This design comes from an exercise in tuning for small area and a short achievable clock period on the open sky130 flow, not from production work.
At most, simulation tests tie the RTL to the original design; equivalence was not proved.

v6:
// matrix_multi
module matrix_multi(input clk,
input wire rst,                  
input wire in_valid,             
input wire[127:0] buff_x,
output wire out_valid,           
output wire[95:0] buff_y);
For scale: about 1600 flip-flops.
export LEC_CHECK = 0
export ABC_AREA = 1
export CAP_MARGIN = 20
export CORE_MARGIN = 2
export CORE_UTILIZATION = 70
export CTS_CLUSTER_DIAMETER = 100
export CTS_CLUSTER_SIZE = 24
export SLEW_MARGIN = 20
create_clock -name core_clock -period 13.0 [get_ports {clk}]
standard.sh (not shown) runs the stock make flow with config.mk's settings and CLKGATE_MAP_FILE= SYNTH_SCRIPT=/design/flow/synth_recipe.tcl, a recipe that flattens the netlist after the stock synthesis.
==> flow/flow/run.sh <==
#!/bin/bash
# Own layout flow: the standard ORFS layout (standard.sh), with port
# buffers of a stronger drive and timing repair aimed below the clock period.
set -euo pipefail
export BUFFER_PORTS_ARGS="-buffer_cell sky130_fd_sc_hd__buf_4"
export SETUP_SLACK_MARGIN=9.2
bash standard.sh > standard.log 2>&1
v6: done, clean on timing, DRC and antenna
#### Input delta (v7 over v6)
--- a/flow/design.v
+++ b/flow/design.v
@@ -8,25 +8,19 @@
 localparam integer CM  = (A[22:20] == 3'b000) ? 1 :
                          (A[22:20] == 3'b010) ? 5 :
                          (A[22:20] == 3'b100) ? 3 :
                          (A[22:20] == 3'b011) ? 11 : 7;
 localparam integer TOP = (CM == 1) ? 24 : (CM == 3) ? 25 : (CM == 11) ? 27 : 26;
 localparam [24:0] K = ((64'd1 << TOP) + CM - 1) / CM;
 wire [23:0] mx = {1'b1, x[22:0]};
-wire [27:0] x8 = {1'd0, mx, 3'd0};
-wire [27:0] x2 = {3'd0, mx, 1'b0};
-wire [27:0] x1 = {4'd0, mx};
-wire [27:0] csum = x8 ^ x2 ^ x1;
-wire [28:0] ccar = {((x8 & x2) | (x8 & x1) | (x2 & x1)), 1'b0};
-wire [27:0] opa = (CM == 3) ? x2 : (CM == 5) ? {2'd0, mx, 2'd0} : (CM == 11) ? csum : x8;
-wire [27:0] opb = (CM == 7) ? ~x1 : (CM == 11) ? ccar[27:0] : x1;
-wire [27:0] prodc;
-wire pco;
-skadd #(28) madd(opa, opb, (CM == 7), prodc, pco);
-wire [27:0] prod = (CM == 1) ? x1 : prodc;
+wire [27:0] prod = (CM == 1)  ? {4'd0, mx} :
+                   (CM == 3)  ? {3'd0, mx, 1'b0} + {4'd0, mx} :
+                   (CM == 5)  ? {2'd0, mx, 2'd0} + {4'd0, mx} :
+                   (CM == 11) ? {1'd0, mx, 3'd0} + {3'd0, mx, 1'b0} + {4'd0, mx} :
+                                {1'd0, mx, 3'd0} - {4'd0, mx};
 wire [2:0] fi;
 generate
   if (EXT) begin : g_ext
     assign fi = fl;
   end else begin : g_int
     fmflag #(A) ff(x, fi);
   end
@@ -92,36 +86,14 @@
       p[i] = p[i] & p[i - (1 << (l-1))];
     end
   end
 end
 assign s = (a ^ b) ^ g[N-1:0];
 assign cout = g[N];
 endmodule
-module skadd #(parameter N = 26) (
-input  wire [N-1:0] a,
-input  wire [N-1:0] b,
-input  wire cin,
-output wire [N-1:0] s,
-output wire cout
-);
-reg [N:0] g, p;
-integer l, i;
-always @(*) begin
-  g = {a & b, cin};
-  p = {a ^ b, 1'b0};
-  for (l = 0; l < 6; l = l + 1)
-    for (i = 0; i <= N; i = i + 1)
-      if (i[l]) begin
-        g[i] = g[i] | (p[i] & g[((i >> l) << l) - 1]);
-        p[i] = p[i] & p[((i >> l) << l) - 1];
-      end
-end
-assign s = (a ^ b) ^ g[N-1:0];
-assign cout = g[N];
-endmodule
 module cmpgt #(parameter N = 31) (
 input  wire [N-1:0] a,
 input  wire [N-1:0] b,
 output wire gt
 );
 reg [31:0] g, e;
 integer l, i;
@@ -193,15 +165,15 @@
 wire [23:0] c_msh;
 wire c_sgn, c_sub;
 pipe #(.W(8+23+24+1+1), .EN(RB)) pb(clk,
   {b_emax, b_mbig, b_msh, b_sgn, b_sub},
   {c_emax, c_mbig, c_msh, c_sgn, c_sub});
 wire [24:0] c_r;
 wire c_co;
-skadd #(25) cadd({1'b0, 1'b1, c_mbig}, {c_sub, c_msh}, c_sub, c_r, c_co);
+bkadd #(25) cadd({1'b0, 1'b1, c_mbig}, {c_sub, c_msh}, c_sub, c_r, c_co);
 wire [7:0]  c_emax1 = c_emax + 8'd1;
 wire [7:0]  d_emax1;
 wire [24:0] d_r;
 wire d_sgn;
 pipe #(.W(8+25+1), .EN(RC)) pc(clk,
   {c_emax1, c_r, c_sgn},
   {d_emax1, d_r, d_sgn});
@@ -246,15 +218,15 @@
 input wire rst,                  
 input wire in_valid,             
 input wire[127:0] buff_x,
 output wire out_valid,           
 output wire[95:0] buff_y);
 localparam MR = 1;
 localparam A1 = 0, B1 = 1, C1 = 1, D1 = 1;
-localparam A2 = 1, B2 = 0, C2 = 1, D2 = 1;
+localparam A2 = 0, B2 = 1, C2 = 1, D2 = 1;
 localparam XR = 1;
 localparam LAT = XR + MR + A1 + B1 + C1 + D1 + A2 + B2 + C2 + D2;
 wire [127:0] xr;
 pipe #(.W(128), .EN(XR)) px(clk, buff_x, xr);
 wire [2:0] g00, g01, g02, g03, g10, g11, g13, g21, g22, g23;
 wire [2:0] f00, f01, f02, f03, f10, f11, f13, f21, f22, f23;
 fmflag #(32'h3f000000) fg00(buff_x[127:96], g00);
[summary]
- v7 vs. v6: final cell count went up by 0.48%.
- Re global routing usage on met2: v6 and v7 aren't equal, and the higher value belongs to v7.
- v7 vs. v6: worst slew margin relative to its limit down 4.0 points, die area up about 2%, initial antenna violation count up 2, met1 usage in global routing up 1.9 points.
- Initial standard-cell utilization of the core: v6 and v7 compared, higher one is v7
- [compare] base=v6 new=v7: cell area shows an increase of 1.6%; area of the multi-input gates up 4.4%.
- Cmp v6 and v7 / number of cells produced by synthesis / lower: v6
- The total clock sinks reported for v7 is smaller than that of v6 by 15.
- On v7: global routing met3 resource utilization is 0.35 points lower than what v6 gave.

========
Another version of the RTL of matrix_multi (not shown whole).
For scale: ~13000 cells after synthesis, ~1600 flip-flops, roughly 92000 um2 of cells after synthesis.
==> module matrix_multi, before the edit <==
module matrix_multi(input clk,
input wire rst,                  
input wire in_valid,             
input wire[127:0] buff_x,
output wire out_valid,           
output wire[95:0] buff_y);
localparam MR = 1;
localparam A1 = 0, B1 = 1, C1 = 1, D1 = 1;
localparam A2 = 0, B2 = 1, C2 = 1, D2 = 1;
localparam XR = 1;
localparam LAT = XR + MR + A1 + B1 + C1 + D1 + A2 + B2 + C2 + D2;
wire [127:0] xr;
pipe #(.W(128), .EN(XR)) px(clk, buff_x, xr);
wire [2:0] g00, g01, g02, g03, g10, g11, g13, g21, g22, g23;
wire [2:0] f00, f01, f02, f03, f10, f11, f13, f21, f22, f23;
fmflag #(32'h3f000000) fg00(buff_x[127:96], g00);
fmflag #(32'hbfc00000) fg01(buff_x[95:64],  g01);
fmflag #(32'hbf400000) fg02(buff_x[63:32],  g02);
fmflag #(32'hbf600000) fg03(buff_x[31:0],   g03);
fmflag #(32'h3f400000) fg10(buff_x[127:96], g10);
fmflag #(32'h3f000000) fg11(buff_x[95:64],  g11);
fmflag #(32'hbfa00000) fg13(buff_x[31:0],   g13);
fmflag #(32'hbe000000) fg21(buff_x[95:64],  g21);
fmflag #(32'h3fb00000) fg22(buff_x[63:32],  g22);
fmflag #(32'h3e800000) fg23(buff_x[31:0],   g23);
pipe #(.W(30), .EN(XR)) pf(clk,
  {g00, g01, g02, g03, g10, g11, g13, g21, g22, g23},
  {f00, f01, f02, f03, f10, f11, f13, f21, f22, f23});
wire [31:0] x1 = xr[127:96];
wire [31:0] x2 = xr[95:64];
wire [31:0] x3 = xr[63:32];
wire [31:0] x4 = xr[31:0];
wire [31:0] mp00, mp01, mp02, mp03, mp10, mp11, mp13, mp21, mp22, mp23;
wire [31:0] mul00, mul01, mul02, mul03;
wire [31:0] mul10, mul11, mul12, mul13;
wire [31:0] mp12, mp20;
wire [31:0] mul20, mul21, mul22, mul23;
fmulc #(32'h3f000000, 0, XR) mult00(clk, x1, f00, mp00);   
fmulc #(32'hbfc00000, 0, XR) mult01(clk, x2, f01, mp01);   
fmulc #(32'hbf400000, 0, XR) mult02(clk, x3, f02, mp02);   
fmulc #(32'hbf600000, 0, XR) mult03(clk, x4, f03, mp03);   
fmulc #(32'h3f400000, 0, XR) mult10(clk, x1, f10, mp10);   
fmulc #(32'h3f000000, 0, XR) mult11(clk, x2, f11, mp11);   
assign mp12 = mp02;
assign mul12 = mul02;                                    
fmulc #(32'hbfa00000, 0, XR) mult13(clk, x4, f13, mp13);   
assign mp20 = mp10;
assign mul20 = mul10;                                    
fmulc #(32'hbe000000, 0, XR) mult21(clk, x2, f21, mp21);   
fmulc #(32'h3fb00000, 0, XR) mult22(clk, x3, f22, mp22);   
fmulc #(32'h3e800000, 0, XR) mult23(clk, x4, f23, mp23);   
wire [7:0] xp00, xp01, xp10, xp11, xp20, xp21;
fexp fe00(mp00[30:23], mp01[30:23], xp00);
fexp fe01(mp02[30:23], mp03[30:23], xp01);
fexp fe10(mp10[30:23], mp11[30:23], xp10);
fexp fe11(mp12[30:23], mp13[30:23], xp11);
fexp fe20(mp20[30:23], mp21[30:23], xp20);
fexp fe21(mp22[30:23], mp23[30:23], xp21);
wire [7:0] xe00, xe01, xe10, xe11, xe20, xe21;
pipe #(.W(10*32 + 6*8), .EN(MR)) pm(clk,
  {mp00, mp01, mp02, mp03, mp10, mp11, mp13, mp21, mp22, mp23,
   xp00, xp01, xp10, xp11, xp20, xp21},
  {mul00, mul01, mul02, mul03, mul10, mul11, mul13, mul21, mul22, mul23,
   xe00, xe01, xe10, xe11, xe20, xe21});
wire [31:0] s00, s01, s10, s11, s20, s21;
fadd #(A1, B1, C1, D1, 1) ad00(clk, mul00, mul01, xe00, s00);
fadd #(A1, B1, C1, D1, 1) ad01(clk, mul02, mul03, xe01, s01);
fadd #(A1, B1, C1, D1, 1) ad10(clk, mul10, mul11, xe10, s10);
fadd #(A1, B1, C1, D1, 1) ad11(clk, mul12, mul13, xe11, s11);
fadd #(A1, B1, C1, D1, 1) ad20(clk, mul20, mul21, xe20, s20);
fadd #(A1, B1, C1, D1, 1) ad21(clk, mul22, mul23, xe21, s21);
fadd #(A2, B2, C2, D2, 0) ad02(clk, s00, s01, 8'd0, buff_y[95:64]);
fadd #(A2, B2, C2, D2, 0) ad12(clk, s10, s11, 8'd0, buff_y[63:32]);
fadd #(A2, B2, C2, D2, 0) ad22(clk, s20, s21, 8'd0, buff_y[31:0]);
reg [LAT-1:0] valid_pipe;
always @(posedge clk)
  if (rst) valid_pipe <= {LAT{1'b0}};
  else     valid_pipe <= {valid_pipe[LAT-2:0], in_valid};
assign out_valid = valid_pipe[LAT-1];
endmodule
export LEC_CHECK = 0
export ABC_AREA = 1
export CAP_MARGIN = 20
export CORE_MARGIN = 2
export CORE_UTILIZATION = 70
export CTS_CLUSTER_DIAMETER = 100
export CTS_CLUSTER_SIZE = 24
export SLEW_MARGIN = 20
create_clock -name core_clock -period 13.0 [get_ports {clk}]
==> flow/flow/run.sh <==
#!/bin/bash
# Own layout flow: the standard ORFS layout (standard.sh), with
#  - port buffers: buf_2 on inputs, buf_4 on outputs (a copy of the ORFS
#    scripts with that one change to global_place.tcl),
#  - timing repair aimed below the clock period.
set -euo pipefail
cp -r "$FLOW_HOME/scripts" scripts
sed -i 's/^\(\s*\)buffer_ports {\*}\[env_var_or_empty BUFFER_PORTS_ARGS\]/\1buffer_ports -inputs -buffer_cell sky130_fd_sc_hd__buf_2\n\1buffer_ports -outputs -buffer_cell sky130_fd_sc_hd__buf_4/' scripts/global_place.tcl
grep -n "buffer_ports" scripts/global_place.tcl > buffer_ports.log
export SCRIPTS_DIR="$PWD/scripts"
export SETUP_SLACK_MARGIN=9.2
bash standard.sh > standard.log 2>&1
Edit:
--- a/flow/design.v
+++ b/flow/design.v
@@ -253,5 +253,5 @@
 localparam MR = 1;
 localparam A1 = 0, B1 = 1, C1 = 1, D1 = 1;
-localparam A2 = 0, B2 = 1, C2 = 1, D2 = 1;
+localparam A2 = 1, B2 = 0, C2 = 1, D2 = 1;
 localparam XR = 1;
 localparam LAT = XR + MR + A1 + B1 + C1 + D1 + A2 + B2 + C2 + D2;
Effect:
- non-clock buffer count came out lower by 15
- setup slack loses 15 ps
- clock-buffer cell count went up by 1
- critical path depth is unchanged
- global-route usage goes down by 2.3 points
- register-to-register slack improved by 80 ps
No functional check of the RTL was part of the first run of this note.

## what the ideal ports hide
In the flow no input, the clock included, has a driving cell. The finished layouts below were timed again as built, in two steps.
Step 1 sets driving cells, clkbuf_16 on the clock port and buf_2 on the other inputs (assumed; they add their load-dependent delay and slew).
Step 2, shift: input delay + t, output delay - t, t = (earliest + latest rising clock arrival at the registers) / 2. This alone moves slack from input paths to output paths.
a / b / c = ideal ports / drivers / drivers and shift; a / b = the first two.
run | t, ns | setup WS [ns] | worst slew at a driven data input, ns
v6 | 0.803 | 9.206 / 9.123 / 8.795 | 0.05
v7 | 0.801 | 9.207 / 9.128 / 8.903 | 0.06
the first run of note 2 | 0.833 | 9.179 / 9.088 / 8.686 | 0.05
the second run of note 2 | 0.809 | 9.164 / 9.080 / 8.655 | 0.05
After both steps every run listed still meets setup and hold. The setup slack of the second run of note 2, which loses most, moves by -0.084 ns with the drivers and by -0.509 ns with both steps.
